Context: an optimization exercise on an open-source flow, tuned for small area. The choices shown serve that exercise and are no tape-out recipe.
RTL that was checked went through simulation tests only; none was proved equivalent to the original.
Only the layout flow was run in run 1; the RTL was not checked for function there.

==> flow/design.v (outline; a module is shown in full before it is edited, if it fits) <==
// module complex_sinusoid_ddfs: 89 lines
// module ddfs_rom: 608 lines
// module ddfs_g: 39 lines
// module ddfs_poly: 473 lines
// module ddfs_fa: 3 lines
// module ddfs_ha: 3 lines
// module ddfs_han: 4 lines
module complex_sinusoid_ddfs#(parameter ROM_DEPTH = 2048, ROM_WIDTH = 16)
(
        input wire                           i_clk,
        input wire                           i_rst,
        input wire        [31:0]             i_freq_control,
        input wire        [1:0]              i_invert_out,
        output reg signed [ROM_WIDTH-1:0]    o_real,
        output reg signed [ROM_WIDTH-1:0]    o_imag
);
  // ...
==> flow/run.sh <==
#!/bin/bash
# synth_recipe.tcl (not shown) runs the flow's synth.tcl, then flattens the netlist and writes it again
# the make line also repeats each setting of config.mk as NAME=value (left out here)
make -C /OpenROAD-flow-scripts/flow DESIGN_CONFIG=/design/flow/config.mk WORK_HOME=/design/flow/orfs CLKGATE_MAP_FILE= SYNTH_SCRIPT=/design/flow/synth_recipe.tcl finish
==> flow/config.mk <==
export PLATFORM = sky130hd
export DESIGN_NAME = complex_sinusoid_ddfs
export DESIGN_NICKNAME = complex_sinusoid_ddfs
export VERILOG_FILES = /design/flow/design.v
export SDC_FILE = /design/flow/constraint.sdc
export NUM_CORES = 4
export LEC_CHECK = 0
export ABC_AREA = 1
export CAP_MARGIN = 20
export CORE_MARGIN = 2
export CORE_UTILIZATION = 40
export CTS_BUF_LIST = sky130_fd_sc_hd__clkbuf_4
export GPL_TIMING_DRIVEN = 0
export PLACE_DENSITY = 0.6
export SLEW_MARGIN = 20
export SYNTH_HIERARCHICAL = 1
==> flow/constraint.sdc <==
create_clock -name core_clock -period 10.0 [get_ports {i_clk}]
set_input_delay 2.0000 -clock core_clock [delete_from_list [all_inputs] [get_ports {i_clk}]]
set_output_delay 2.0000 -clock core_clock [all_outputs]
set_load 0.01 [all_outputs]
==> results.tsv, run 1 <==
stage	metric	value	unit
outcome	status	complete, no violations	
cts	cts-resized-gates	0	
min_path	min_path_cells	3	
global_routing	grt_pass1_wl	85000	microns
cts	clk_path_buf_depth	2	
critical_path	worstPathMaxFanout	10	
timing	slew_headroom	24.8	%
final_layout	antenna_cells	1	
final_layout	multi_input_area_share	71.6	%
critical_path	cp_num_cells	36	
floorplan	die-area	0.0369	sq mm
logic_synthesis	syn_area	0.0142	sq mm
routing	wl_per_cell	20.5	microns
floorplan	num_io_pins	68	
cts	clk_pin_slew_worst_paths	120	ps
logic_synthesis	syn_inst	2136	
placement	postPlaceCellArea	0.0154	sq mm
min_path	hold_end	accumulator[0]	
routing	wl_met1	23800	microns
routing	route.met3.wl	5820	microns
global_routing	grt_max_degree	16	
logic_synthesis	ys_warn_count	8	
floorplan	start_util	40.8	%
critical_path	worstPathArrival	9950	ps
logic_synthesis	synthFlopType	dfxtp_1	
floorplan	nWellTaps	455	
critical_path	slowest_stage	fa_1	
==> module complex_sinusoid_ddfs, before the edit <==
module complex_sinusoid_ddfs#(parameter ROM_DEPTH = 2048, ROM_WIDTH = 16)
(
        input wire                           i_clk,
        input wire                           i_rst,
        input wire        [31:0]             i_freq_control,
        input wire        [1:0]              i_invert_out,
        output reg signed [ROM_WIDTH-1:0]    o_real,
        output reg signed [ROM_WIDTH-1:0]    o_imag
);
    reg  [31:0] accumulator;
    wire [15:0] acc_lo, acc_lc;
    wire [15:0] acc_h0, acc_hc0, acc_h1, acc_hc1;
    ddfs_ha u_acc0 (.a(accumulator[0]), .b(i_freq_control[0]), .s(acc_lo[0]), .co(acc_lc[0]));
    ddfs_fa u_acc1 (.a(accumulator[1]), .b(i_freq_control[1]), .c(acc_lc[0]), .s(acc_lo[1]), .co(acc_lc[1]));
    ddfs_fa u_acc2 (.a(accumulator[2]), .b(i_freq_control[2]), .c(acc_lc[1]), .s(acc_lo[2]), .co(acc_lc[2]));
    ddfs_fa u_acc3 (.a(accumulator[3]), .b(i_freq_control[3]), .c(acc_lc[2]), .s(acc_lo[3]), .co(acc_lc[3]));
    ddfs_fa u_acc4 (.a(accumulator[4]), .b(i_freq_control[4]), .c(acc_lc[3]), .s(acc_lo[4]), .co(acc_lc[4]));
    ddfs_fa u_acc5 (.a(accumulator[5]), .b(i_freq_control[5]), .c(acc_lc[4]), .s(acc_lo[5]), .co(acc_lc[5]));
    ddfs_fa u_acc6 (.a(accumulator[6]), .b(i_freq_control[6]), .c(acc_lc[5]), .s(acc_lo[6]), .co(acc_lc[6]));
    ddfs_fa u_acc7 (.a(accumulator[7]), .b(i_freq_control[7]), .c(acc_lc[6]), .s(acc_lo[7]), .co(acc_lc[7]));
    ddfs_fa u_acc8 (.a(accumulator[8]), .b(i_freq_control[8]), .c(acc_lc[7]), .s(acc_lo[8]), .co(acc_lc[8]));
    ddfs_fa u_acc9 (.a(accumulator[9]), .b(i_freq_control[9]), .c(acc_lc[8]), .s(acc_lo[9]), .co(acc_lc[9]));
    ddfs_fa u_acc10 (.a(accumulator[10]), .b(i_freq_control[10]), .c(acc_lc[9]), .s(acc_lo[10]), .co(acc_lc[10]));
    ddfs_fa u_acc11 (.a(accumulator[11]), .b(i_freq_control[11]), .c(acc_lc[10]), .s(acc_lo[11]), .co(acc_lc[11]));
    ddfs_fa u_acc12 (.a(accumulator[12]), .b(i_freq_control[12]), .c(acc_lc[11]), .s(acc_lo[12]), .co(acc_lc[12]));
    ddfs_fa u_acc13 (.a(accumulator[13]), .b(i_freq_control[13]), .c(acc_lc[12]), .s(acc_lo[13]), .co(acc_lc[13]));
    ddfs_fa u_acc14 (.a(accumulator[14]), .b(i_freq_control[14]), .c(acc_lc[13]), .s(acc_lo[14]), .co(acc_lc[14]));
    ddfs_fa u_acc15 (.a(accumulator[15]), .b(i_freq_control[15]), .c(acc_lc[14]), .s(acc_lo[15]), .co(acc_lc[15]));
    ddfs_ha u_acc0_0 (.a(accumulator[16]), .b(i_freq_control[16]), .s(acc_h0[0]), .co(acc_hc0[0]));
    ddfs_han u_acc1_0 (.a(accumulator[16]), .b(i_freq_control[16]), .s(acc_h1[0]), .co(acc_hc1[0]));
    ddfs_fa u_acc0_1 (.a(accumulator[17]), .b(i_freq_control[17]), .c(acc_hc0[0]), .s(acc_h0[1]), .co(acc_hc0[1]));
    ddfs_fa u_acc1_1 (.a(accumulator[17]), .b(i_freq_control[17]), .c(acc_hc1[0]), .s(acc_h1[1]), .co(acc_hc1[1]));
    ddfs_fa u_acc0_2 (.a(accumulator[18]), .b(i_freq_control[18]), .c(acc_hc0[1]), .s(acc_h0[2]), .co(acc_hc0[2]));
    ddfs_fa u_acc1_2 (.a(accumulator[18]), .b(i_freq_control[18]), .c(acc_hc1[1]), .s(acc_h1[2]), .co(acc_hc1[2]));
    ddfs_fa u_acc0_3 (.a(accumulator[19]), .b(i_freq_control[19]), .c(acc_hc0[2]), .s(acc_h0[3]), .co(acc_hc0[3]));
    ddfs_fa u_acc1_3 (.a(accumulator[19]), .b(i_freq_control[19]), .c(acc_hc1[2]), .s(acc_h1[3]), .co(acc_hc1[3]));
    ddfs_fa u_acc0_4 (.a(accumulator[20]), .b(i_freq_control[20]), .c(acc_hc0[3]), .s(acc_h0[4]), .co(acc_hc0[4]));
    ddfs_fa u_acc1_4 (.a(accumulator[20]), .b(i_freq_control[20]), .c(acc_hc1[3]), .s(acc_h1[4]), .co(acc_hc1[4]));
    ddfs_fa u_acc0_5 (.a(accumulator[21]), .b(i_freq_control[21]), .c(acc_hc0[4]), .s(acc_h0[5]), .co(acc_hc0[5]));
    ddfs_fa u_acc1_5 (.a(accumulator[21]), .b(i_freq_control[21]), .c(acc_hc1[4]), .s(acc_h1[5]), .co(acc_hc1[5]));
    ddfs_fa u_acc0_6 (.a(accumulator[22]), .b(i_freq_control[22]), .c(acc_hc0[5]), .s(acc_h0[6]), .co(acc_hc0[6]));
    ddfs_fa u_acc1_6 (.a(accumulator[22]), .b(i_freq_control[22]), .c(acc_hc1[5]), .s(acc_h1[6]), .co(acc_hc1[6]));
    ddfs_fa u_acc0_7 (.a(accumulator[23]), .b(i_freq_control[23]), .c(acc_hc0[6]), .s(acc_h0[7]), .co(acc_hc0[7]));
    ddfs_fa u_acc1_7 (.a(accumulator[23]), .b(i_freq_control[23]), .c(acc_hc1[6]), .s(acc_h1[7]), .co(acc_hc1[7]));
    ddfs_fa u_acc0_8 (.a(accumulator[24]), .b(i_freq_control[24]), .c(acc_hc0[7]), .s(acc_h0[8]), .co(acc_hc0[8]));
    ddfs_fa u_acc1_8 (.a(accumulator[24]), .b(i_freq_control[24]), .c(acc_hc1[7]), .s(acc_h1[8]), .co(acc_hc1[8]));
    ddfs_fa u_acc0_9 (.a(accumulator[25]), .b(i_freq_control[25]), .c(acc_hc0[8]), .s(acc_h0[9]), .co(acc_hc0[9]));
    ddfs_fa u_acc1_9 (.a(accumulator[25]), .b(i_freq_control[25]), .c(acc_hc1[8]), .s(acc_h1[9]), .co(acc_hc1[9]));
    ddfs_fa u_acc0_10 (.a(accumulator[26]), .b(i_freq_control[26]), .c(acc_hc0[9]), .s(acc_h0[10]), .co(acc_hc0[10]));
    ddfs_fa u_acc1_10 (.a(accumulator[26]), .b(i_freq_control[26]), .c(acc_hc1[9]), .s(acc_h1[10]), .co(acc_hc1[10]));
    ddfs_fa u_acc0_11 (.a(accumulator[27]), .b(i_freq_control[27]), .c(acc_hc0[10]), .s(acc_h0[11]), .co(acc_hc0[11]));
    ddfs_fa u_acc1_11 (.a(accumulator[27]), .b(i_freq_control[27]), .c(acc_hc1[10]), .s(acc_h1[11]), .co(acc_hc1[11]));
    ddfs_fa u_acc0_12 (.a(accumulator[28]), .b(i_freq_control[28]), .c(acc_hc0[11]), .s(acc_h0[12]), .co(acc_hc0[12]));
    ddfs_fa u_acc1_12 (.a(accumulator[28]), .b(i_freq_control[28]), .c(acc_hc1[11]), .s(acc_h1[12]), .co(acc_hc1[12]));
    ddfs_fa u_acc0_13 (.a(accumulator[29]), .b(i_freq_control[29]), .c(acc_hc0[12]), .s(acc_h0[13]), .co(acc_hc0[13]));
    ddfs_fa u_acc1_13 (.a(accumulator[29]), .b(i_freq_control[29]), .c(acc_hc1[12]), .s(acc_h1[13]), .co(acc_hc1[13]));
    ddfs_fa u_acc0_14 (.a(accumulator[30]), .b(i_freq_control[30]), .c(acc_hc0[13]), .s(acc_h0[14]), .co(acc_hc0[14]));
    ddfs_fa u_acc1_14 (.a(accumulator[30]), .b(i_freq_control[30]), .c(acc_hc1[13]), .s(acc_h1[14]), .co(acc_hc1[14]));
    ddfs_fa u_acc0_15 (.a(accumulator[31]), .b(i_freq_control[31]), .c(acc_hc0[14]), .s(acc_h0[15]), .co(acc_hc0[15]));
    ddfs_fa u_acc1_15 (.a(accumulator[31]), .b(i_freq_control[31]), .c(acc_hc1[14]), .s(acc_h1[15]), .co(acc_hc1[15]));
    wire [31:0] acc_sum = {acc_lc[15] ? acc_h1 : acc_h0, acc_lo};
    wire [10:0] sin_addr = accumulator[29:19] ^ {11{accumulator[30]}};
    wire [10:0] cos_addr = ~sin_addr;
    wire [7:0]  g;                        
    ddfs_g u_g (.t(sin_addr[4:0]), .g(g));
    wire sin_neg = accumulator[31] ^ i_invert_out[0];
    wire cos_neg = accumulator[31] ^ accumulator[30] ^ i_invert_out[1];
    wire [19:0] s_c0n, c_c0n;
    wire [11:0] s_c1, c_c1;
    wire [4:0]  s_c2, c_c2;
    ddfs_rom u_rom_s (.s(sin_addr[10:5]), .c0n(s_c0n), .c1(s_c1), .c2(s_c2));
    ddfs_rom u_rom_c (.s(cos_addr[10:5]), .c0n(c_c0n), .c1(c_c1), .c2(c_c2));
    wire [14:0] sin_v_n, cos_v_n;
    ddfs_poly u_poly_s (.c0n(s_c0n), .c1(s_c1), .c2(s_c2), .t(sin_addr[4:0]), .g(g), .neg(sin_neg), .v_n(sin_v_n));
    ddfs_poly u_poly_c (.c0n(c_c0n), .c1(c_c1), .c2(c_c2), .t(cos_addr[4:0]), .g(g), .neg(cos_neg), .v_n(cos_v_n));
    wire [15:0] sin_out = {sin_neg & (|sin_addr), sin_v_n ^ {15{~sin_neg}}};
    wire [15:0] cos_out = {cos_neg & (|cos_addr), cos_v_n ^ {15{~cos_neg}}};
    always @(posedge i_clk) begin
        if (i_rst) begin
            o_real <= 0;
            o_imag <= 0;
            accumulator <= 0;
        end else begin
            accumulator <= acc_sum;
            o_real <= cos_out;
            o_imag <= sin_out;
        end
    end
endmodule
==> run 2: changes to the inputs <==
--- a/flow/design.v
+++ b/flow/design.v
@@ -9,60 +9,51 @@
         output reg signed [ROM_WIDTH-1:0]    o_imag
 );
     reg  [31:0] accumulator;
-    wire [15:0] acc_lo, acc_lc;
-    wire [15:0] acc_h0, acc_hc0, acc_h1, acc_hc1;
-    ddfs_ha u_acc0 (.a(accumulator[0]), .b(i_freq_control[0]), .s(acc_lo[0]), .co(acc_lc[0]));
-    ddfs_fa u_acc1 (.a(accumulator[1]), .b(i_freq_control[1]), .c(acc_lc[0]), .s(acc_lo[1]), .co(acc_lc[1]));
-    ddfs_fa u_acc2 (.a(accumulator[2]), .b(i_freq_control[2]), .c(acc_lc[1]), .s(acc_lo[2]), .co(acc_lc[2]));
-    ddfs_fa u_acc3 (.a(accumulator[3]), .b(i_freq_control[3]), .c(acc_lc[2]), .s(acc_lo[3]), .co(acc_lc[3]));
-    ddfs_fa u_acc4 (.a(accumulator[4]), .b(i_freq_control[4]), .c(acc_lc[3]), .s(acc_lo[4]), .co(acc_lc[4]));
-    ddfs_fa u_acc5 (.a(accumulator[5]), .b(i_freq_control[5]), .c(acc_lc[4]), .s(acc_lo[5]), .co(acc_lc[5]));
-    ddfs_fa u_acc6 (.a(accumulator[6]), .b(i_freq_control[6]), .c(acc_lc[5]), .s(acc_lo[6]), .co(acc_lc[6]));
-    ddfs_fa u_acc7 (.a(accumulator[7]), .b(i_freq_control[7]), .c(acc_lc[6]), .s(acc_lo[7]), .co(acc_lc[7]));
-    ddfs_fa u_acc8 (.a(accumulator[8]), .b(i_freq_control[8]), .c(acc_lc[7]), .s(acc_lo[8]), .co(acc_lc[8]));
-    ddfs_fa u_acc9 (.a(accumulator[9]), .b(i_freq_control[9]), .c(acc_lc[8]), .s(acc_lo[9]), .co(acc_lc[9]));
-    ddfs_fa u_acc10 (.a(accumulator[10]), .b(i_freq_control[10]), .c(acc_lc[9]), .s(acc_lo[10]), .co(acc_lc[10]));
-    ddfs_fa u_acc11 (.a(accumulator[11]), .b(i_freq_control[11]), .c(acc_lc[10]), .s(acc_lo[11]), .co(acc_lc[11]));
-    ddfs_fa u_acc12 (.a(accumulator[12]), .b(i_freq_control[12]), .c(acc_lc[11]), .s(acc_lo[12]), .co(acc_lc[12]));
-    ddfs_fa u_acc13 (.a(accumulator[13]), .b(i_freq_control[13]), .c(acc_lc[12]), .s(acc_lo[13]), .co(acc_lc[13]));
-    ddfs_fa u_acc14 (.a(accumulator[14]), .b(i_freq_control[14]), .c(acc_lc[13]), .s(acc_lo[14]), .co(acc_lc[14]));
-    ddfs_fa u_acc15 (.a(accumulator[15]), .b(i_freq_control[15]), .c(acc_lc[14]), .s(acc_lo[15]), .co(acc_lc[15]));
-    ddfs_ha u_acc0_0 (.a(accumulator[16]), .b(i_freq_control[16]), .s(acc_h0[0]), .co(acc_hc0[0]));
-    ddfs_han u_acc1_0 (.a(accumulator[16]), .b(i_freq_control[16]), .s(acc_h1[0]), .co(acc_hc1[0]));
-    ddfs_fa u_acc0_1 (.a(accumulator[17]), .b(i_freq_control[17]), .c(acc_hc0[0]), .s(acc_h0[1]), .co(acc_hc0[1]));
-    ddfs_fa u_acc1_1 (.a(accumulator[17]), .b(i_freq_control[17]), .c(acc_hc1[0]), .s(acc_h1[1]), .co(acc_hc1[1]));
-    ddfs_fa u_acc0_2 (.a(accumulator[18]), .b(i_freq_control[18]), .c(acc_hc0[1]), .s(acc_h0[2]), .co(acc_hc0[2]));
-    ddfs_fa u_acc1_2 (.a(accumulator[18]), .b(i_freq_control[18]), .c(acc_hc1[1]), .s(acc_h1[2]), .co(acc_hc1[2]));
-    ddfs_fa u_acc0_3 (.a(accumulator[19]), .b(i_freq_control[19]), .c(acc_hc0[2]), .s(acc_h0[3]), .co(acc_hc0[3]));
-    ddfs_fa u_acc1_3 (.a(accumulator[19]), .b(i_freq_control[19]), .c(acc_hc1[2]), .s(acc_h1[3]), .co(acc_hc1[3]));
-    ddfs_fa u_acc0_4 (.a(accumulator[20]), .b(i_freq_control[20]), .c(acc_hc0[3]), .s(acc_h0[4]), .co(acc_hc0[4]));
-    ddfs_fa u_acc1_4 (.a(accumulator[20]), .b(i_freq_control[20]), .c(acc_hc1[3]), .s(acc_h1[4]), .co(acc_hc1[4]));
-    ddfs_fa u_acc0_5 (.a(accumulator[21]), .b(i_freq_control[21]), .c(acc_hc0[4]), .s(acc_h0[5]), .co(acc_hc0[5]));
-    ddfs_fa u_acc1_5 (.a(accumulator[21]), .b(i_freq_control[21]), .c(acc_hc1[4]), .s(acc_h1[5]), .co(acc_hc1[5]));
-    ddfs_fa u_acc0_6 (.a(accumulator[22]), .b(i_freq_control[22]), .c(acc_hc0[5]), .s(acc_h0[6]), .co(acc_hc0[6]));
-    ddfs_fa u_acc1_6 (.a(accumulator[22]), .b(i_freq_control[22]), .c(acc_hc1[5]), .s(acc_h1[6]), .co(acc_hc1[6]));
-    ddfs_fa u_acc0_7 (.a(accumulator[23]), .b(i_freq_control[23]), .c(acc_hc0[6]), .s(acc_h0[7]), .co(acc_hc0[7]));
-    ddfs_fa u_acc1_7 (.a(accumulator[23]), .b(i_freq_control[23]), .c(acc_hc1[6]), .s(acc_h1[7]), .co(acc_hc1[7]));
-    ddfs_fa u_acc0_8 (.a(accumulator[24]), .b(i_freq_control[24]), .c(acc_hc0[7]), .s(acc_h0[8]), .co(acc_hc0[8]));
-    ddfs_fa u_acc1_8 (.a(accumulator[24]), .b(i_freq_control[24]), .c(acc_hc1[7]), .s(acc_h1[8]), .co(acc_hc1[8]));
-    ddfs_fa u_acc0_9 (.a(accumulator[25]), .b(i_freq_control[25]), .c(acc_hc0[8]), .s(acc_h0[9]), .co(acc_hc0[9]));
-    ddfs_fa u_acc1_9 (.a(accumulator[25]), .b(i_freq_control[25]), .c(acc_hc1[8]), .s(acc_h1[9]), .co(acc_hc1[9]));
-    ddfs_fa u_acc0_10 (.a(accumulator[26]), .b(i_freq_control[26]), .c(acc_hc0[9]), .s(acc_h0[10]), .co(acc_hc0[10]));
-    ddfs_fa u_acc1_10 (.a(accumulator[26]), .b(i_freq_control[26]), .c(acc_hc1[9]), .s(acc_h1[10]), .co(acc_hc1[10]));
-    ddfs_fa u_acc0_11 (.a(accumulator[27]), .b(i_freq_control[27]), .c(acc_hc0[10]), .s(acc_h0[11]), .co(acc_hc0[11]));
-    ddfs_fa u_acc1_11 (.a(accumulator[27]), .b(i_freq_control[27]), .c(acc_hc1[10]), .s(acc_h1[11]), .co(acc_hc1[11]));
-    ddfs_fa u_acc0_12 (.a(accumulator[28]), .b(i_freq_control[28]), .c(acc_hc0[11]), .s(acc_h0[12]), .co(acc_hc0[12]));
-    ddfs_fa u_acc1_12 (.a(accumulator[28]), .b(i_freq_control[28]), .c(acc_hc1[11]), .s(acc_h1[12]), .co(acc_hc1[12]));
-    ddfs_fa u_acc0_13 (.a(accumulator[29]), .b(i_freq_control[29]), .c(acc_hc0[12]), .s(acc_h0[13]), .co(acc_hc0[13]));
-    ddfs_fa u_acc1_13 (.a(accumulator[29]), .b(i_freq_control[29]), .c(acc_hc1[12]), .s(acc_h1[13]), .co(acc_hc1[13]));
-    ddfs_fa u_acc0_14 (.a(accumulator[30]), .b(i_freq_control[30]), .c(acc_hc0[13]), .s(acc_h0[14]), .co(acc_hc0[14]));
-    ddfs_fa u_acc1_14 (.a(accumulator[30]), .b(i_freq_control[30]), .c(acc_hc1[13]), .s(acc_h1[14]), .co(acc_hc1[14]));
-    ddfs_fa u_acc0_15 (.a(accumulator[31]), .b(i_freq_control[31]), .c(acc_hc0[14]), .s(acc_h0[15]), .co(acc_hc0[15]));
-    ddfs_fa u_acc1_15 (.a(accumulator[31]), .b(i_freq_control[31]), .c(acc_hc1[14]), .s(acc_h1[15]), .co(acc_hc1[15]));
-    wire [31:0] acc_sum = {acc_lc[15] ? acc_h1 : acc_h0, acc_lo};
+    wire [31:0] acc_s0, acc_c;
+    ddfs_ha u_acc0 (.a(accumulator[0]), .b(i_freq_control[0]), .s(acc_s0[0]), .co(acc_c[0]));
+    ddfs_fa u_acc1 (.a(accumulator[1]), .b(i_freq_control[1]), .c(acc_c[0]), .s(acc_s0[1]), .co(acc_c[1]));
+    ddfs_fa u_acc2 (.a(accumulator[2]), .b(i_freq_control[2]), .c(acc_c[1]), .s(acc_s0[2]), .co(acc_c[2]));
+    ddfs_fa u_acc3 (.a(accumulator[3]), .b(i_freq_control[3]), .c(acc_c[2]), .s(acc_s0[3]), .co(acc_c[3]));
+    ddfs_fa u_acc4 (.a(accumulator[4]), .b(i_freq_control[4]), .c(acc_c[3]), .s(acc_s0[4]), .co(acc_c[4]));
+    ddfs_fa u_acc5 (.a(accumulator[5]), .b(i_freq_control[5]), .c(acc_c[4]), .s(acc_s0[5]), .co(acc_c[5]));
+    ddfs_fa u_acc6 (.a(accumulator[6]), .b(i_freq_control[6]), .c(acc_c[5]), .s(acc_s0[6]), .co(acc_c[6]));
+    ddfs_fa u_acc7 (.a(accumulator[7]), .b(i_freq_control[7]), .c(acc_c[6]), .s(acc_s0[7]), .co(acc_c[7]));
+    ddfs_fa u_acc8 (.a(accumulator[8]), .b(i_freq_control[8]), .c(acc_c[7]), .s(acc_s0[8]), .co(acc_c[8]));
+    ddfs_fa u_acc9 (.a(accumulator[9]), .b(i_freq_control[9]), .c(acc_c[8]), .s(acc_s0[9]), .co(acc_c[9]));
+    ddfs_fa u_acc10 (.a(accumulator[10]), .b(i_freq_control[10]), .c(acc_c[9]), .s(acc_s0[10]), .co(acc_c[10]));
+    ddfs_fa u_acc11 (.a(accumulator[11]), .b(i_freq_control[11]), .c(acc_c[10]), .s(acc_s0[11]), .co(acc_c[11]));
+    ddfs_fa u_acc12 (.a(accumulator[12]), .b(i_freq_control[12]), .c(acc_c[11]), .s(acc_s0[12]), .co(acc_c[12]));
+    ddfs_fa u_acc13 (.a(accumulator[13]), .b(i_freq_control[13]), .c(acc_c[12]), .s(acc_s0[13]), .co(acc_c[13]));
+    ddfs_fa u_acc14 (.a(accumulator[14]), .b(i_freq_control[14]), .c(acc_c[13]), .s(acc_s0[14]), .co(acc_c[14]));
+    ddfs_fa u_acc15 (.a(accumulator[15]), .b(i_freq_control[15]), .c(acc_c[14]), .s(acc_s0[15]), .co(acc_c[15]));
+    ddfs_ha u_acc16 (.a(accumulator[16]), .b(i_freq_control[16]), .s(acc_s0[16]), .co(acc_c[16]));
+    ddfs_fa u_acc17 (.a(accumulator[17]), .b(i_freq_control[17]), .c(acc_c[16]), .s(acc_s0[17]), .co(acc_c[17]));
+    ddfs_fa u_acc18 (.a(accumulator[18]), .b(i_freq_control[18]), .c(acc_c[17]), .s(acc_s0[18]), .co(acc_c[18]));
+    ddfs_fa u_acc19 (.a(accumulator[19]), .b(i_freq_control[19]), .c(acc_c[18]), .s(acc_s0[19]), .co(acc_c[19]));
+    ddfs_fa u_acc20 (.a(accumulator[20]), .b(i_freq_control[20]), .c(acc_c[19]), .s(acc_s0[20]), .co(acc_c[20]));
+    ddfs_fa u_acc21 (.a(accumulator[21]), .b(i_freq_control[21]), .c(acc_c[20]), .s(acc_s0[21]), .co(acc_c[21]));
+    ddfs_fa u_acc22 (.a(accumulator[22]), .b(i_freq_control[22]), .c(acc_c[21]), .s(acc_s0[22]), .co(acc_c[22]));
+    ddfs_fa u_acc23 (.a(accumulator[23]), .b(i_freq_control[23]), .c(acc_c[22]), .s(acc_s0[23]), .co(acc_c[23]));
+    ddfs_fa u_acc24 (.a(accumulator[24]), .b(i_freq_control[24]), .c(acc_c[23]), .s(acc_s0[24]), .co(acc_c[24]));
+    ddfs_fa u_acc25 (.a(accumulator[25]), .b(i_freq_control[25]), .c(acc_c[24]), .s(acc_s0[25]), .co(acc_c[25]));
+    ddfs_fa u_acc26 (.a(accumulator[26]), .b(i_freq_control[26]), .c(acc_c[25]), .s(acc_s0[26]), .co(acc_c[26]));
+    ddfs_fa u_acc27 (.a(accumulator[27]), .b(i_freq_control[27]), .c(acc_c[26]), .s(acc_s0[27]), .co(acc_c[27]));
+    ddfs_fa u_acc28 (.a(accumulator[28]), .b(i_freq_control[28]), .c(acc_c[27]), .s(acc_s0[28]), .co(acc_c[28]));
+    ddfs_fa u_acc29 (.a(accumulator[29]), .b(i_freq_control[29]), .c(acc_c[28]), .s(acc_s0[29]), .co(acc_c[29]));
+    ddfs_fa u_acc30 (.a(accumulator[30]), .b(i_freq_control[30]), .c(acc_c[29]), .s(acc_s0[30]), .co(acc_c[30]));
+    ddfs_fa u_acc31 (.a(accumulator[31]), .b(i_freq_control[31]), .c(acc_c[30]), .s(acc_s0[31]), .co(acc_c[31]));
+    wire [31:16] acc_run;             
+    assign acc_run[16] = 1'b1;
+    genvar gi;
+    generate
+        for (gi = 16 + 1; gi < 32; gi = gi + 1) begin : g_run
+            assign acc_run[gi] = acc_run[gi-1] & acc_s0[gi-1];
+        end
+    endgenerate
+    wire [31:0] acc_sum = {acc_s0[31:16] ^ ({32-16{acc_c[15]}} & acc_run), acc_s0[15:0]};
     wire [10:0] sin_addr = accumulator[29:19] ^ {11{accumulator[30]}};
     wire [10:0] cos_addr = ~sin_addr;
-    wire [7:0]  g;                        
+    wire [7:0]  g;                     
     ddfs_g u_g (.t(sin_addr[4:0]), .g(g));
     wire sin_neg = accumulator[31] ^ i_invert_out[0];
     wire cos_neg = accumulator[31] ^ accumulator[30] ^ i_invert_out[1];
==> flow/flow/run.sh (new file) <==
#!/bin/bash
# Layout flow: the standard flow (standard.sh, the ORFS make targets up to
# finish) unchanged, except that the port buffers buffer_ports inserts are
# sky130_fd_sc_hd__buf_1 cells. make's full output goes to flow_make.log here;
# ORFS keeps each step's log under orfs/logs.
set -euo pipefail
bash standard.sh "BUFFER_PORTS_ARGS=-buffer_cell sky130_fd_sc_hd__buf_1" finish > flow_make.log 2>&1
==> flow/standard.sh (new file) <==
#!/bin/bash
# synth_recipe.tcl (not shown) runs the flow's synth.tcl, then flattens the netlist and writes it again
# the make line also repeats each setting of config.mk as NAME=value (left out here)
make -C /OpenROAD-flow-scripts/flow DESIGN_CONFIG=/design/flow/config.mk WORK_HOME=/design/flow/orfs CLKGATE_MAP_FILE= SYNTH_SCRIPT=/design/flow/synth_recipe.tcl "${@:-finish}"
--- a/flow/config.mk
+++ b/flow/config.mk
@@ -9,7 +9,7 @@
 export CAP_MARGIN = 20
 export CORE_MARGIN = 2
 export CORE_UTILIZATION = 40
-export CTS_BUF_LIST = sky130_fd_sc_hd__clkbuf_4
+export CTS_BUF_LIST = sky130_fd_sc_hd__clkbuf_8
 export GPL_TIMING_DRIVEN = 0
 export PLACE_DENSITY = 0.6
 export SLEW_MARGIN = 20
removed: flow/run.sh
==> run 2 against run 1 <==
Sequential share of layout area increased by 0.45 points. Non-clock buffer count decreased by 5. Register-to-register slack about the same. Still clean. Clock-buffer cell count unchanged. Largest cell class unchanged. Final cell count decreased by 4.7%.
==> results.tsv, run 2 <==
stage	metric	value	unit	change
cts	clk_latency	380	ps	
cts	cts_tree	yes		
placement	place_worst_setup_slack	408	ps	
outcome	status	complete, no violations		
timing	min_period	9620	ps	
min_path	hp-start	accumulator[0]		
timing	setup_viol_count_final	0		
cts	cts_made_buffers	9		
final_layout	fin_nets	2398		
global_routing	grt_pass1_wl	83400	microns	-1.9%
global_routing	grt_max_degree	16		unchanged
logic_synthesis	postSynthRegisterBits	64		
routing	vias_per_cell	5.50		
critical_path	r2r_slack	380	ps	
logic_synthesis	ys_warn_count	8		unchanged
logic_synthesis	syn_inst	2017		-5.6%
critical_path	reg2reg_depth	36		
logic_synthesis	synthTopCellsByArea	fa_1 (29%), nand2_1 (17%), dfxtp_1 (9.4%), inv_1 (7.4%), nand3_1 (6.3%)		
timing	fin_crit_sh	96.2	%	
critical_path	r2r-start	accumulator[30]		
floorplan	core_area	0.0335	sq mm	
floorplan	die_x	189	microns	
placement	port_buffers	67		
logic_synthesis	syn_area	0.0136	sq mm	-3.7%
logic_synthesis	synth_edf_count	0		
floorplan	num_io_pins	68		unchanged
logic_synthesis	seq_area_frac_synth	9.39	%	
floorplan	start_util	40.7	%	-0.14 points
logic_synthesis	synthFlopType	dfxtp_1		
critical_path	worstPathMaxFanout	15		+5
logic_synthesis	ys_types	39		
timing	worst_pin_slew	1070	ps	
logic_synthesis	synth_top_area_cell	fa_1		
logic_synthesis	syn-num-nets	2319		
final_layout	final_cell_mix	nand2_1 (615), inv_1 (270), fa_1 (200)		
critical_path	r2r_end	o_imag[5]		
critical_path	slowest_stage	xnor2_2		
final_layout	layout-drive-gt1-share	6.66	%	
logic_synthesis	synthTopCellsByCount	nand2_1 (615), inv_1 (270), fa_1 (200), nand3_1 (173), nor2_1 (163)		
timing	rsz0062_at_grt	no		
critical_path	cp.required	10250	ps	
critical_path	worstPathArrival	9870	ps	-80 ps
placement	postPlaceCellArea	0.0145	sq mm	-5.9%
global_routing	antenna_found_initial	0		
routing	ant_nets	0		
cts	cts.sinks	64		
logic_synthesis	synth_most_common_cell	nand2_1		
floorplan	die-area	0.0356	sq mm	-3.7%
routing	drc	0		
critical_path	worstSetupPathType	reg2reg		
floorplan	die_height	189	microns	
global_routing	grt_use_total	30.9	%	
routing	wl_per_cell	21.2	microns	+3.5%
global_routing	grt_overflow	0		
routing	routed_wl	54000	microns	
final_layout	design_area	0.0147	sq mm	
timing	finClkSkew	15.3	ps	
min_path	min_path_cells	3		unchanged
placement	place_congestion	1.06		
final_layout	final_common_cell	nand2_1		
critical_path	path_common_cell	fa_1		
final_layout	largestRegisters	accumulator: 32 flops, o_imag: 16 flops, o_real: 16 flops		
timing	finalWorstSetupSlack	384	ps	
timing	slew_headroom	28.0	%	+3.1 points
final_layout	syn_to_final_growth	7.96	%	
logic_synthesis	synth_area_per_cell	6.76	sq um	
critical_path	critPathCaptureType	flop		
cts	post_cts_buffers	0		
timing	fmaxAchievable	0.104	GHz	
placement	dp_hpwl	43400	microns	
logic_synthesis	synthArstFlopShare	0	%	
timing	drv_slew	0		
final_layout	largest_register	accumulator		
final_layout	largest_reg_flops	32		
cts	clk_pin_slew_worst_paths	100	ps	-20 ps
job	drv_cap	0		
cts	cts_root_buffer	clkbuf_8		
logic_synthesis	yosysTopAreaCellShare	29.3	%	
timing	hold_viol_final	0		
min_path	hp-class	reg2reg		
critical_path	critPathMaxStageDelay	700	ps	
cts	htree_levels	3		
final_layout	postLayoutCoreUtil	43.9	%	
global_routing	grt_pass1_vias	14000		
routing	drt-initial-drc-count	1455		
routing	vias	14000		
critical_path	critPathLaunchType	flop		
floorplan	rows	67		
min_path	hold_end	accumulator[0]		
cts	clk_path_buf_depth	2		unchanged
final_layout	antenna_cells	0		-1
routing	first_pass_iters	6		
-- run 2: changes by cell type after synthesis, sizes merged, moves of 4 or more --
cell    before  now
inv        292  285
nand2      694  623
nor2       223  172
xnor2        2   13
fa         215  200
clkbuf      31   35
buf         85   74
a21oi       71   93
nand3      187  173
nand4       24   35
-- run 2: layout make-up --
cell class	instances	area [sq um]
buffer	109	614
clock buffer	9	124
clock inverter	7	103
fill	3630	18800
inverter	287	1080
multi-input combinational	1557	10700
sequential	64	1280
tap	448	561
timing repair buffer	68	263
-- run 2: cells by family after synthesis --
kind of cell	after synthesis	share of synthesized area, %
compound gates	259	10.5
flops	64	9.39
fa+ha+maj	266	35.4
buf+inv	396	12.4
xor+xnor	19	1.22
simple gates	1012	31.0
other cells	1	0.0275
-- run 2: repair_timing --
item | in CTS | in global routing
hold buffers | 0 | 0
gates resized for setup | 0 | 1
setup endpoints to repair | 0 | 1
-- run 2: worst max path at each step --
stage | start | to | slack, ps | cells after the start
5_1_grt | accumulator[30] | o_imag[5] | 30 | 35
4_1_cts | accumulator[30] | o_imag[5] | 390 | 33
3_5_place_dp | accumulator[30] | o_imag[5] | 410 | 33
2_1_floorplan | i_freq_control[0] | accumulator[31] | 1330 | 26
6_report | accumulator[30] | o_imag[5] | 380 | 36
3_3_place_gp | accumulator[30] | o_real[5] | -220 | 32
-- run 2: critical path, delay by kind of cell (launching register included) --
family,cells,cell delay (ps)
compound gates,3,340
xor+xnor,1,700
fa+ha+maj,12,4980
buf+inv,10,1770
flops,1,370
simple gates,10,1320
-- run 2: per-stage QoR --
step / setup TNS [ps] / hold WS (ps) / cells
2_1_floorplan: 0 / 532 / 2017
3_3_place_gp: -283 / 541 / 2532
3_5_place_dp: 0 / 563 / 2533
4_1_cts: 0 / 586 / 2549
5_1_grt: 0 / 623 / 2549
6_report: 0 / 578 / 2549
-- run 2: metal layers --
metal	up-vias	track usage (%)	share of wire (%)
met3	121	5.70	8.8
li1	6458	-	-
met1	6784	44.3	45
met5	-	0	0
met4	0	11.0	3.5
met2	661	46.4	43
-- run 2: per-module statistics from Yosys, one instance, submodules excluded --
module | flip-flops and latches | cells inside | area, sq um | times used
complex_sinusoid_ddfs | 64 | 292 | 2450 | 1
ddfs_poly | 0 | 211 | 937 | 2
ddfs_rom | 0 | 465 | 2190 | 2
ddfs_han | 0 | 5 | 27.5 | 22
ddfs_g | 0 | 61 | 302 | 1
ddfs_ha | 0 | 1 | 12.5 | 2
ddfs_fa | 0 | 1 | 20.0 | 200
==> run 3: changes to the inputs <==
==> flow/run.sh (new file) <==
#!/bin/bash
# synth_recipe.tcl (not shown) runs the flow's synth.tcl, then flattens the netlist and writes it again
# the make line also repeats each setting of config.mk as NAME=value (left out here)
make -C /OpenROAD-flow-scripts/flow DESIGN_CONFIG=/design/flow/config.mk WORK_HOME=/design/flow/orfs CLKGATE_MAP_FILE= SYNTH_SCRIPT=/design/flow/synth_recipe.tcl finish
removed: flow/flow/run.sh
removed: flow/standard.sh
==> run 3 against run 2 <==
Fmax is 1.0% lower. Largest cell class unchanged. Critical path depth shrank 1. Highest routed layer unchanged. Global-route usage increased by 0.74 points. Cell area is 3.2% higher. Synthesized area unchanged. Via count up 1.4%.
==> results.tsv, run 3 <==
stage	metric	value	unit	change
logic_synthesis	synth_most_common_cell	nand2_1		
critical_path	crit_family	adder cells		
cts	cts-resized-gates	0		unchanged
final_layout	syn_to_final_growth	11.4	%	
floorplan	rows	67		unchanged
job	drv_cap	0		unchanged
logic_synthesis	ys_warn_count	8		unchanged
routing	vias_per_cell	5.58		+1.3%
timing	drv_slew	0		unchanged
timing	rsz0062_at_grt	no		
final_layout	final_cells	2551		+0.078%
cts	post_cts_buffers	0		unchanged
timing	worst_pin_slew	944	ps	-128 ps
routing	first_pass_iters	5		-1
placement	dp_cells	2535		+0.079%
critical_path	critPathCaptureType	flop		
cts	postCtsHoldBufs	0		unchanged
cts	clk_path_buf_depth	2		unchanged
cts	clk_pin_slew_worst_paths	90	ps	about the same
placement	postPlaceCellArea	0.0149	sq mm	+3.1%
placement	dp_hpwl	44500	microns	+2.5%
min_path	hp-class	reg2reg		
routing	drc	0		unchanged
final_layout	fin_nets	2400		+0.083%
routing	ant_nets	0		unchanged
final_layout	largest_reg_flops	32		unchanged
cts	cts_made_buffers	9		unchanged
timing	setup_viol_count_final	0		unchanged
cts	cts_root_buffer	clkbuf_8		
floorplan	start_util	40.7	%	unchanged
floorplan	die-area	0.0356	sq mm	unchanged
final_layout	final_cell_mix	nand2_1 (615), inv_1 (270), fa_1 (200)		
global_routing	grt_use_total	31.6	%	+0.74 points
global_routing	antenna_found_initial	0		unchanged
timing	finClkSkew	14.2	ps	-1.16 ps
logic_synthesis	syn-num-nets	2319		unchanged
routing	vias	14200		+1.4%
global_routing	grt_pass1_vias	14200		+0.94%
timing	hold_viol_final	0		unchanged
logic_synthesis	syn_inst	2017		unchanged
logic_synthesis	synthFlopType	dfxtp_1		
routing	drt-initial-drc-count	1521		+4.5%
timing	finalSetupTns	0	ps	unchanged
critical_path	worstPathArrival	9970	ps	+100 ps
final_layout	antenna_cells	0		unchanged
critical_path	cp_num_buf_inv	9		-1
final_layout	final_common_cell	nand2_1		
timing	fmaxAchievable	0.103	GHz	-1.0%
timing	slew_headroom	36.6	%	+8.6 points
cts	htree_levels	3		unchanged
logic_synthesis	synth_edf_count	0		unchanged
placement	port_buffers	67		unchanged
outcome	status	complete, no violations		
logic_synthesis	seq_area_frac_synth	9.39	%	unchanged
floorplan	num_io_pins	68		unchanged
critical_path	worstPathMaxFanout	10		-5
logic_synthesis	synthArstFlopShare	0	%	unchanged
critical_path	critPathLaunchType	flop		
floorplan	die_x	189	microns	unchanged
logic_synthesis	synthTopCellsByArea	fa_1 (29%), nand2_1 (17%), dfxtp_1 (9.4%), inv_1 (7.4%), nand3_1 (6.3%)		
placement	place_congestion	1.06		+0.26%
cts	clk_latency	380	ps	about the same
final_layout	design_area	0.0152	sq mm	+3.2%
critical_path	slowest_stage	ha_1		
logic_synthesis	synth_area_per_cell	6.76	sq um	unchanged
critical_path	path_common_cell	fa_1		
cts	cts.sinks	64		unchanged
global_routing	grt_max_degree	16		unchanged
critical_path	cp.required	10250	ps	about the same
routing	wl_per_cell	22.0	microns	+3.6%
logic_synthesis	ys_types	39		unchanged
final_layout	largestRegisters	accumulator: 32 flops, o_imag: 16 flops, o_real: 16 flops		
timing	min_period	9720	ps	+100 ps
cts	cts_tree	yes		
critical_path	worstSetupPathType	reg2reg		
global_routing	grt_overflow	0		unchanged
logic_synthesis	syn_area	0.0136	sq mm	unchanged
routing	routed_wl	56000	microns	+3.7%
floorplan	die_height	189	microns	unchanged
logic_synthesis	yosysTopAreaCellShare	29.3	%	unchanged
logic_synthesis	postSynthRegisterBits	64		unchanged
floorplan	core_area	0.0335	sq mm	unchanged
logic_synthesis	synthTopCellsByCount	nand2_1 (615), inv_1 (270), fa_1 (200), nand3_1 (173), nor2_1 (163)		
critical_path	critPathMaxStageDelay	570	ps	-130 ps
global_routing	grt_pass1_wl	85100	microns	+2.1%
timing	fin_crit_sh	97.2	%	+1.0 points
logic_synthesis	synth_top_area_cell	fa_1		
final_layout	largest_register	accumulator		
final_layout	layout-drive-gt1-share	6.75	%	+0.089 points
[run 3: cell counts after synthesis]
No cell type changed its count.
[run 3: worst paths after layout]
kind         slack, ps        endpoint  depth (start not counted)       startpoint
min reg2reg        580  accumulator[0]                          3   accumulator[0]
max                280       o_imag[5]                         35  accumulator[30]
max reg2reg        280       o_imag[5]                         35  accumulator[30]
min                580  accumulator[0]                          3   accumulator[0]
[run 3: area by class of cell]
type,count,area (sq um)
Buffer,109,614
Clock buffer,9,124
Sequential cell,64,1280
Timing Repair Buffer,70,704
Clock inverter,7,125
Inverter,287,1080
Multi-Input combinational cell,1557,10700
Tap cell,448,561
Fill cell,3594,18300
[run 3: cell families (layout without fill, tap and decap cells)]
logic type	count (synthesis)	after routing	share of synthesized area, %
simple gates	1012	1012	31.0
compound gates	259	259	10.5
fa+ha+maj	266	266	35.4
xor+xnor	19	19	1.22
buf+inv	396	482	12.4
other cells	1	1	0.0275
flops	64	64	9.39
[run 3: per-stage QoR]
stage	setup slack (ps)	hold WS, ps	utilization, %
after CTS	443	592	45.3
after floorplan	1330	532	-
after detailed placement	464	573	44.5
after global placement	-803	542	44.4
after global routing	52.5	619	45.3
final	284	580	45.3
[run 3: metal layers]
layer | track usage, % | vias to the layer above | share of wire [%]
li1 | - | 6461 | -
met1 | 45.2 | 6865 | 44
met2 | 46.9 | 783 | 42
met3 | 7.47 | 115 | 11
met4 | 10.4 | 0 | 3.2
met5 | 0 | - | 0
[run 3: modules after synthesis (local to each module, per instance), a selection]
module / cells / copies in the design / area (sq um) / flip-flops and latches
complex_sinusoid_ddfs: 292 / 1 / 2450 / 64
ddfs_fa: 1 / 200 / 20.0 / 0
ddfs_g: 61 / 1 / 302 / 0
ddfs_ha: 1 / 2 / 12.5 / 0
ddfs_han: 5 / 22 / 27.5 / 0
ddfs_poly: 211 / 2 / 937 / 0
[run 3: tightest hold or removal path: stages (launching register included)]
cell and delay [ps]:
dfxtp_1 320, ha_1 130, inv_1 40, nor2_1 70
==> run 4: changes to the inputs <==
==> flow/flow/run.sh (new file) <==
#!/bin/bash
# Layout flow: the standard flow (standard.sh, the ORFS make targets up to
# finish) with two changes:
#  - synthesis runs flow/synth.tcl, which sources synth_recipe.tcl unchanged but
#    has ABC map with flow/abc.script;
#  - the port buffers are sky130_fd_sc_hd__buf_1 cells.
# make's full output goes to flow_make.log here; ORFS keeps each step's log
# under orfs/logs.
set -euo pipefail
export FLOW_SYNTH_TCL=$PWD/synth_recipe.tcl
export CUSTOM_ABC_SCRIPT=$PWD/flow/abc.script
bash standard.sh "SYNTH_SCRIPT=$PWD/flow/synth.tcl" "BUFFER_PORTS_ARGS=-buffer_cell sky130_fd_sc_hd__buf_1" finish > flow_make.log 2>&1
==> flow/flow/abc.script (new file) <==
strash
dch
map -a
==> flow/flow/synth.tcl (new file) <==
# The standard flow's own synthesis script (synth_recipe.tcl, sourced unchanged), except
# that ABC maps every module with flow/abc.script (area-oriented) instead of
# ORFS's abc_area.script.
proc abc {args} {
  set i [lsearch -exact $args -script]
  lset args [expr { $i + 1 }] $::env(CUSTOM_ABC_SCRIPT)
  yosys abc {*}$args
}
source $::env(FLOW_SYNTH_TCL)
==> flow/standard.sh (new file) <==
#!/bin/bash
# synth_recipe.tcl (not shown) runs the flow's synth.tcl, then flattens the netlist and writes it again
# the make line also repeats each setting of config.mk as NAME=value (left out here)
make -C /OpenROAD-flow-scripts/flow DESIGN_CONFIG=/design/flow/config.mk WORK_HOME=/design/flow/orfs CLKGATE_MAP_FILE= SYNTH_SCRIPT=/design/flow/synth_recipe.tcl "${@:-finish}"
removed: flow/run.sh
==> run 4 against run 3 <==
Synthesized cell count down 16%. Sequential share of layout area grew 0.66 points. Hold slack improved by 14 ps. Non-clock buffer count fell by 54. Still clean. Flip-flop and latch count unchanged. Die area down 7.7%. Routed wire length down 12%. Final cell count shrank 14%. Register-to-register slack better by 130 ps. Global-route usage shrank 1.3 points. Via count is 9.1% lower.
==> results.tsv, run 4 <==
stage	metric	value	unit	change
routing	wl_per_cell	22.4	microns	+2.1%
outcome	status	complete, no violations		
logic_synthesis	seq_area_frac_synth	10.2	%	+0.80 points
critical_path	worstPathArrival	9930	ps	-40 ps
final_layout	final_common_cell	nand2_1		
critical_path	critPathCaptureType	flop		
final_layout	postLayoutCoreUtil	45.9	%	+0.63 points
final_layout	final_cell_mix	nand2_1 (340), clkinv_1 (250), fa_1 (190)		
logic_synthesis	syn_inst	1686		-16%
timing	setup_viol_count_final	0		unchanged
critical_path	path_common_cell	fa_1		
global_routing	grt_max_degree	37		+21
final_layout	largestRegisters	accumulator: 32 flops, o_imag: 16 flops, o_real: 16 flops		
cts	cts_root_buffer	clkbuf_8		
global_routing	grt_pass1_vias	12700		-11%
cts	clk_path_buf_depth	2		unchanged
logic_synthesis	ys_types	42		+7.7%
logic_synthesis	yosysTopAreaCellShare	31.9	%	+2.5 points
routing	routed_wl	49100	microns	-12%
floorplan	die_x	181	microns	-3.9%
critical_path	worstPathMaxFanout	31		+21
timing	fmaxAchievable	0.104	GHz	+1.4%
global_routing	grt_pass1_wl	75800	microns	-11%
final_layout	fin_nets	2092		-13%
final_layout	layout-drive-gt1-share	8.02	%	+1.3 points
placement	place_congestion	1.03		-3.4%
timing	worst_pin_slew	1130	ps	+188 ps
logic_synthesis	syn_area	0.0126	sq mm	-7.9%
global_routing	grt_overflow	0		unchanged
critical_path	critPathLaunchType	flop		
timing	whs	594	ps	+13.6 ps
job	drv_cap	0		unchanged
floorplan	start_util	40.9	%	+0.18 points
routing	first_pass_iters	6		+1
global_routing	antenna_found_initial	1		+1
logic_synthesis	ys_warn_count	8		unchanged
logic_synthesis	synth_most_common_cell	nand2_1		
min_path	hp-class	reg2reg		
floorplan	die-area	0.0328	sq mm	-7.7%
logic_synthesis	syn-num-nets	1988		-14%
timing	fin_crit_sh	95.8	%	-1.3 points
routing	vias	12900		-9.1%
final_layout	design_area	0.0141	sq mm	-7.0%
cts	cts.sinks	64		unchanged
cts	clk_latency	410	ps	+30 ps
floorplan	num_io_pins	68		unchanged
routing	ant_nets	0		unchanged
final_layout	syn_to_final_growth	12.4	%	
placement	dp_hpwl	38600	microns	-13%
routing	vias_per_cell	5.90		+5.9%
logic_synthesis	synth_edf_count	0		unchanged
timing	min_period	9580	ps	-131 ps
logic_synthesis	synth_area_per_cell	7.45	sq um	+10%
placement	port_buffers	67		unchanged
final_layout	largest_register	accumulator		
timing	hold_viol_final	0		unchanged
global_routing	grt_use_total	30.3	%	-1.3 points
floorplan	die_height	181	microns	-3.9%
logic_synthesis	synthFlopType	dfxtp_1		
timing	slew_headroom	23.7	%	-13 points
critical_path	critPathMaxStageDelay	890	ps	+320 ps
floorplan	core_area	0.0307	sq mm	-8.3%
timing	finalWorstSetupSlack	415	ps	+131 ps
cts	cts_made_buffers	9		unchanged
final_layout	antenna_cells	0		unchanged
critical_path	slowest_stage	nor2_1		
final_layout	final_cells	2191		-14%
logic_synthesis	synthTopCellsByArea	fa_1 (32%), nand2_1 (10%), dfxtp_1 (10%), clkinv_1 (8.0%), ha_1 (6.6%)		
final_layout	largest_reg_flops	32		unchanged
logic_synthesis	postSynthRegisterBits	64		unchanged
placement	postPlaceCellArea	0.0137	sq mm	-8.4%
logic_synthesis	synthArstFlopShare	0	%	unchanged
cts	cts_tree	yes		
logic_synthesis	synth_top_area_cell	fa_1		
placement	place_worst_setup_slack	-890	ps	-1350 ps
placement	dp_cells	2168		-14%
critical_path	worstSetupPathType	reg2reg		
routing	drc	0		unchanged
timing	finClkSkew	31.9	ps	+17.7 ps
timing	drv_slew	0		unchanged
cts	htree_levels	3		unchanged
critical_path	cp.required	10340	ps	+90 ps
floorplan	rows	64		-4.5%
cts	clk_pin_slew_worst_paths	80	ps	about the same
logic_synthesis	synthTopCellsByCount	nand2_1 (342), clkinv_1 (267), fa_1 (200), nor2_1 (197), a21oi_1 (136)		
routing	drt-initial-drc-count	1702		+12%
-- run 4: cell types whose count changed after synthesis, sizes merged, moves of 15 or more --
cell	delta
buf	-42
nor3	+39
inv	-285
nor2	+25
nand2	-281
o21ai	-34
o21a	+15
clkinv	+265
o211ai	-18
nand3	-131
clkbuf	-35
a21oi	+43
nand4	-22
-- run 4: layout make-up --
type / instances / area [sq um]
well taps: 396 / 495
clock buffers: 10 / 138
multi-input cells: 1323 / 10300
flip-flops and latches: 64 / 1280
repair buffers: 93 / 541
clock inverters: 6 / 67.6
fillers: 3215 / 16600
plain buffers: 32 / 236
inverters: 267 / 1040
-- run 4: cell families (layout without fill, tap and decap cells) --
family / count (synthesis) / in the layout / synth area share, %
other: 1 / 1 / 0.0298
xor gates and xnor gates: 22 / 22 / 1.53
and+or+nand+nor: 655 / 655 / 21.0
AOI/OAI and AO/OA: 377 / 377 / 18.8
adders and majority gates: 268 / 268 / 38.6
buffers and inverters: 299 / 408 / 9.86
DFF: 64 / 64 / 10.2
-- run 4: worst paths after layout --
path	cells past startpoint	to	slack, ps	from
hold / removal	3	accumulator[0]	590	accumulator[0]
hold reg to reg	3	accumulator[0]	590	accumulator[0]
setup reg to reg	25	o_imag[5]	420	accumulator[30]
setup / recovery	25	o_imag[5]	420	accumulator[30]
-- run 4: per-module statistics from Yosys (local to each module, per instance) --
module	cells inside	times used
ddfs_ha	1	2
complex_sinusoid_ddfs	254	1
ddfs_poly	175	2
ddfs_g	40	1
ddfs_rom	365	2
ddfs_fa	1	200
ddfs_han	5	22
-- run 4: through the flow --
step	TNS (ps)
2_1_floorplan	0
3_3_place_gp	-77060
3_5_place_dp	-5350
4_1_cts	0
5_1_grt	-20.2
6_report	0
-- run 4: critical path, delay by kind of cell, from the launching register on --
kind,cells,cell delay [ps]
adder cells (fa/ha/maj),11,4870
XOR/XNOR,1,540
AND/OR/NAND/NOR,3,1250
flip-flops,1,440
AO/OA/AOI/OAI,6,770
buffers and inverters,4,1640
-- run 4: layer usage --
metal	GRT usage, %	share of wire [%]
met1	43.8	44
met5	0	0.026
met3	6.63	10
met4	9.50	3.3
met2	45.1	43
-- run 4: repair_timing --
action	CTS	global route
setup buffers	0	6
resized for setup	14	32
cloned	0	0
hold buffers	0	0
setup endpoints to repair	11	15
==> run 5: changes to the inputs <==
==> flow/flow/abc.script (replaced) <==
strash
dch
map -a
topo
stime -c
buffer -c
upsize -c
dnsize -c
==> run 5 against run 4 <==
Still clean on timing, DRC and antenna. Synthesized cell count grew 4.3%. Die area is 4.0% higher. Clock skew decreased by 18 ps. Hold slack lost 26 ps. Fmax grew 0.16%. First-iteration DRC count shrank 22%. Cell area rose by 0.78%. Global-route usage up 2.3 points. Synthesized area up 4.1%. Critical path type unchanged.
==> results.tsv, run 5 <==
stage	metric	value	unit	change
placement	place_congestion	1.08		+5.4%
final_layout	fin_nets	2141		+2.3%
critical_path	reg2reg_depth	31		+24%
cts	htree_levels	3		unchanged
final_layout	largest_register	accumulator		
cts	clk_pin_slew_worst_paths	80	ps	about the same
timing	finClkSkew	14.1	ps	-17.8 ps
logic_synthesis	synthTopCellsByArea	fa_1 (31%), dfxtp_1 (9.8%), nand2_1 (9.5%), inv_1 (6.8%), ha_1 (6.3%)		
routing	vias_per_cell	5.81		-1.5%
final_layout	syn_to_final_growth	8.82	%	
floorplan	die_height	185	microns	+2.0%
timing	slew_headroom	26.7	%	+3.0 points
final_layout	final_cell_mix	nand2_1 (331), inv_1 (236), fa_1 (200)		
floorplan	start_util	40.4	%	-0.45 points
logic_synthesis	seq_area_frac_synth	9.79	%	-0.40 points
min_path	hp-class	reg2reg		
routing	routed_wl	54100	microns	+10%
floorplan	rows	66		+3.1%
critical_path	critPathLaunchType	flop		
timing	worst_pin_slew	1090	ps	-41.1 ps
logic_synthesis	synth_top_family_by_area	adder cells		
logic_synthesis	yosysTopAreaCellShare	30.6	%	-1.3 points
critical_path	r2r_end	o_imag[5]		
cts	clk_path_buf_depth	2		unchanged
timing	rsz0062_at_grt	no		
timing	fmaxAchievable	0.104	GHz	+0.16%
logic_synthesis	syn_area	0.0131	sq mm	+4.1%
logic_synthesis	synth_top_area_cell	fa_1		
logic_synthesis	ys_types	59		+40%
min_path	hold_end	accumulator[0]		
timing	drv_slew	0		unchanged
timing	finalSetupTns	0	ps	unchanged
logic_synthesis	synthArstFlopShare	0	%	unchanged
final_layout	largest_reg_flops	32		unchanged
placement	port_buffers	66		-1.5%
floorplan	core_area	0.0324	sq mm	+5.3%
logic_synthesis	synth_edf_count	0		unchanged
critical_path	worstSetupPathType	reg2reg		
final_layout	final.fill_count	3432		+6.7%
logic_synthesis	synthXorXnorAreaFrac	1.47	%	-0.060 points
logic_synthesis	postSynthRegisterBits	64		unchanged
timing	fin_crit_sh	95.7	%	-0.15 points
global_routing	grt_overflow	0		unchanged
floorplan	die-area	0.0342	sq mm	+4.0%
routing	wl_per_cell	23.7	microns	+5.6%
cts	clk_latency	390	ps	-20 ps
floorplan	num_io_pins	68		unchanged
job	drv_cap	0		unchanged
final_layout	final_common_cell	nand2_1		
placement	dp_hpwl	43800	microns	+14%
final_layout	largestRegisters	accumulator: 32 flops, o_imag: 16 flops, o_real: 16 flops		
critical_path	slowest_stage	xnor2_1		
global_routing	grt_pass1_wl	82300	microns	+8.5%
min_path	hp-start	accumulator[0]		
final_layout	final_cells	2287		+4.4%
routing	drt-initial-drc-count	1332		-22%
logic_synthesis	syn_inst	1758		+4.3%
cts	cts.sinks	64		unchanged
timing	setup_viol_count_final	0		unchanged
critical_path	critPathMaxStageDelay	840	ps	-50 ps
logic_synthesis	synthTopCellsByCount	nand2_1 (331), inv_1 (237), fa_1 (200), nor2_1 (183), a21oi_1 (132)		
cts	post_cts_buffers	0		unchanged
global_routing	grt_pass1_vias	13600		+7.3%
min_path	min_path_cells	3		unchanged
logic_synthesis	synth_simple_gate_area_share	20.9	%	-0.16 points
global_routing	grt_max_degree	14		-62%
timing	min_period	9570	ps	-15.0 ps
logic_synthesis	synth_fa_ha_area_share	37.1	%	-1.5 points
cts	cts_root_buffer	clkbuf_8		
routing	first_pass_iters	6		unchanged
critical_path	critPathCaptureType	flop		
final_layout	layout-drive-gt1-share	9.06	%	+1.0 points
critical_path	path_common_cell	fa_1		
cts	cts_tree	yes		
routing	drc	0		unchanged
placement	dp_cells	2270		+4.7%
cts	cts_made_buffers	9		unchanged
logic_synthesis	synthFlopType	dfxtp_1		
global_routing	antenna_found_initial	1		unchanged
critical_path	cp.required	10340	ps	about the same
floorplan	die_x	185	microns	+2.0%
logic_synthesis	synth_compound_area_share	18.6	%	-0.15 points
critical_path	r2r-start	accumulator[30]		
routing	vias	13300		+2.8%
logic_synthesis	synth_area_per_cell	7.44	sq um	-0.16%
timing	hold_viol_final	0		unchanged
critical_path	worstPathMaxFanout	10		-68%
logic_synthesis	synthMuxAreaShare	0	%	unchanged
routing	ant_nets	0		unchanged
logic_synthesis	synth_most_common_cell	nand2_1		
critical_path	worstPathArrival	9910	ps	-20 ps
critical_path	r2r_slack	430	ps	about the same
outcome	status	complete, no violations		
logic_synthesis	ys_warn_count	8		unchanged
logic_synthesis	syn-num-nets	2060		+3.6%
global_routing	grt_use_total	32.6	%	+2.3 points
## run 5: cell count changes after synthesis, sizes merged
cell	before	now
clkbuf	0	35
buf	32	69
inv	0	265
clkinv	267	2
## run 5: logic make-up (layout without fill, tap and decap cells)
| logic type | Yosys count | count (layout) |
|---|---|---|
| AND/OR/NAND/NOR | 655 | 655 |
| flip-flops | 64 | 64 |
| adder cells (fa/ha/maj) | 268 | 268 |
| XOR/XNOR | 22 | 22 |
| buffers and inverters | 371 | 457 |
| other | 1 | 2 |
| AO/OA/AOI/OAI | 377 | 377 |
## run 5: timing repair
action | 4_1_cts | 5_1_grt
hold buffers | 0 | 0
resized for setup | 3 | 8
setup endpoints to repair | 2 | 4
## run 5: worst max-delay path, delay by kind of cell, from the launching register on
family,cells,cell delay [ps]
AOI/OAI and AO/OA,9,2010
adders and majority gates,10,4370
and+or+nand+nor,5,640
buffers and inverters,6,1260
xor gates and xnor gates,1,840
DFF,1,390
## run 5: modules after synthesis (local to each module, per instance)
module,copies in the design,flip-flops and latches
complex_sinusoid_ddfs,1,64
ddfs_fa,200,0
ddfs_g,1,0
ddfs_ha,2,0
ddfs_han,22,0
ddfs_poly,2,0
ddfs_rom,2,0
## run 5: area by class of cell
| type | count | area [sq um] | share of cell area [%] |
|---|---|---|---|
| Tap cell | 442 | 553 | 3.89 |
| Inverter | 267 | 1010 | 7.07 |
| Timing Repair Buffer | 70 | 277 | 1.94 |
| Antenna cell | 1 | 2.50 | 0.0176 |
| Buffer | 104 | 591 | 4.15 |
| Clock buffer | 9 | 124 | 0.870 |
| Multi-Input combinational cell | 1323 | 10300 | 72.5 |
| Sequential cell | 64 | 1280 | 9.00 |
| Clock inverter | 7 | 77.6 | 0.545 |
## run 5: worst max-delay path by stage
stage	from	endpoint	slack (ps)
floorplan	i_freq_control[0]	accumulator[31]	670
global placement	accumulator[30]	o_imag[5]	-1710
detailed placement	accumulator[30]	o_imag[5]	-200
CTS	accumulator[30]	o_imag[5]	140
global route	accumulator[30]	o_imag[5]	30
finish	accumulator[30]	o_imag[5]	430
## run 5: metrics by stage
step / hold WS, ps / utilization, % / setup WS [ps] / area, sq um
final: 568 / 44.0 / 430 / 14200
after global routing: 628 / 44.0 / 34.8 / 14200
after CTS: 574 / 43.8 / 139 / 14200
after detailed placement: 554 / 43.1 / -205 / 13900
after global placement: 539 / 42.9 / -1710 / 13900
after floorplan: 532 / - / 673 / 13100
## run 5: per-layer routing
| metal | GRT usage (%) | up-vias | wire, microns |
|---|---|---|---|
| met5 | 0 | - | 17 |
| met4 | 10.1 | 2 | 1530 |
| met3 | 9.48 | 113 | 5940 |
| met2 | 48.5 | 764 | 22900 |
| met1 | 45.7 | 6550 | 23700 |
| li1 | - | 5867 | - |

afterwards: timing with drivers on the ports:
The results above use ideal ports. As a check the final layouts listed here were re-extracted and re-timed, cells and wires unchanged. Step 1: set_driving_cell puts a clkbuf_16 on i_clk and a buf_2 on each other input, an assumption about the parent block. Step 2 times the ports against the registers' clock, not the clock port: input delays grow and output delays shrink by t, the midpoint of the rising clock arrivals with the driver on. a / b / c = no drivers / after step 1 / after step 2; a / b = the first two.
| run | shift t [ns] | slack for setup (ns) | latest minus earliest clock arrival (ns) | cell pins on the clock port's net |
|---|---|---|---|---|
| run 1 | 0.435 | 0.383 / 0.383 / 0.383 | 0.017 / 0.017 | 1 |
| run 2 | 0.418 | 0.384 / 0.384 / 0.384 | 0.017 / 0.016 | 1 |
| run 3 | 0.412 | 0.284 / 0.284 / 0.284 | 0.015 / 0.014 | 1 |
| run 4 | 0.447 | 0.415 / 0.415 / 0.103 | 0.032 / 0.032 | 1 |
| run 5 | 0.427 | 0.430 / 0.430 / 0.146 | 0.014 / 0.015 | 1 |
After both steps every run listed still meets setup and hold. For run 4, which loses most, drivers alone change the setup slack by 0.000 ns; drivers and shift together by -0.312 ns.
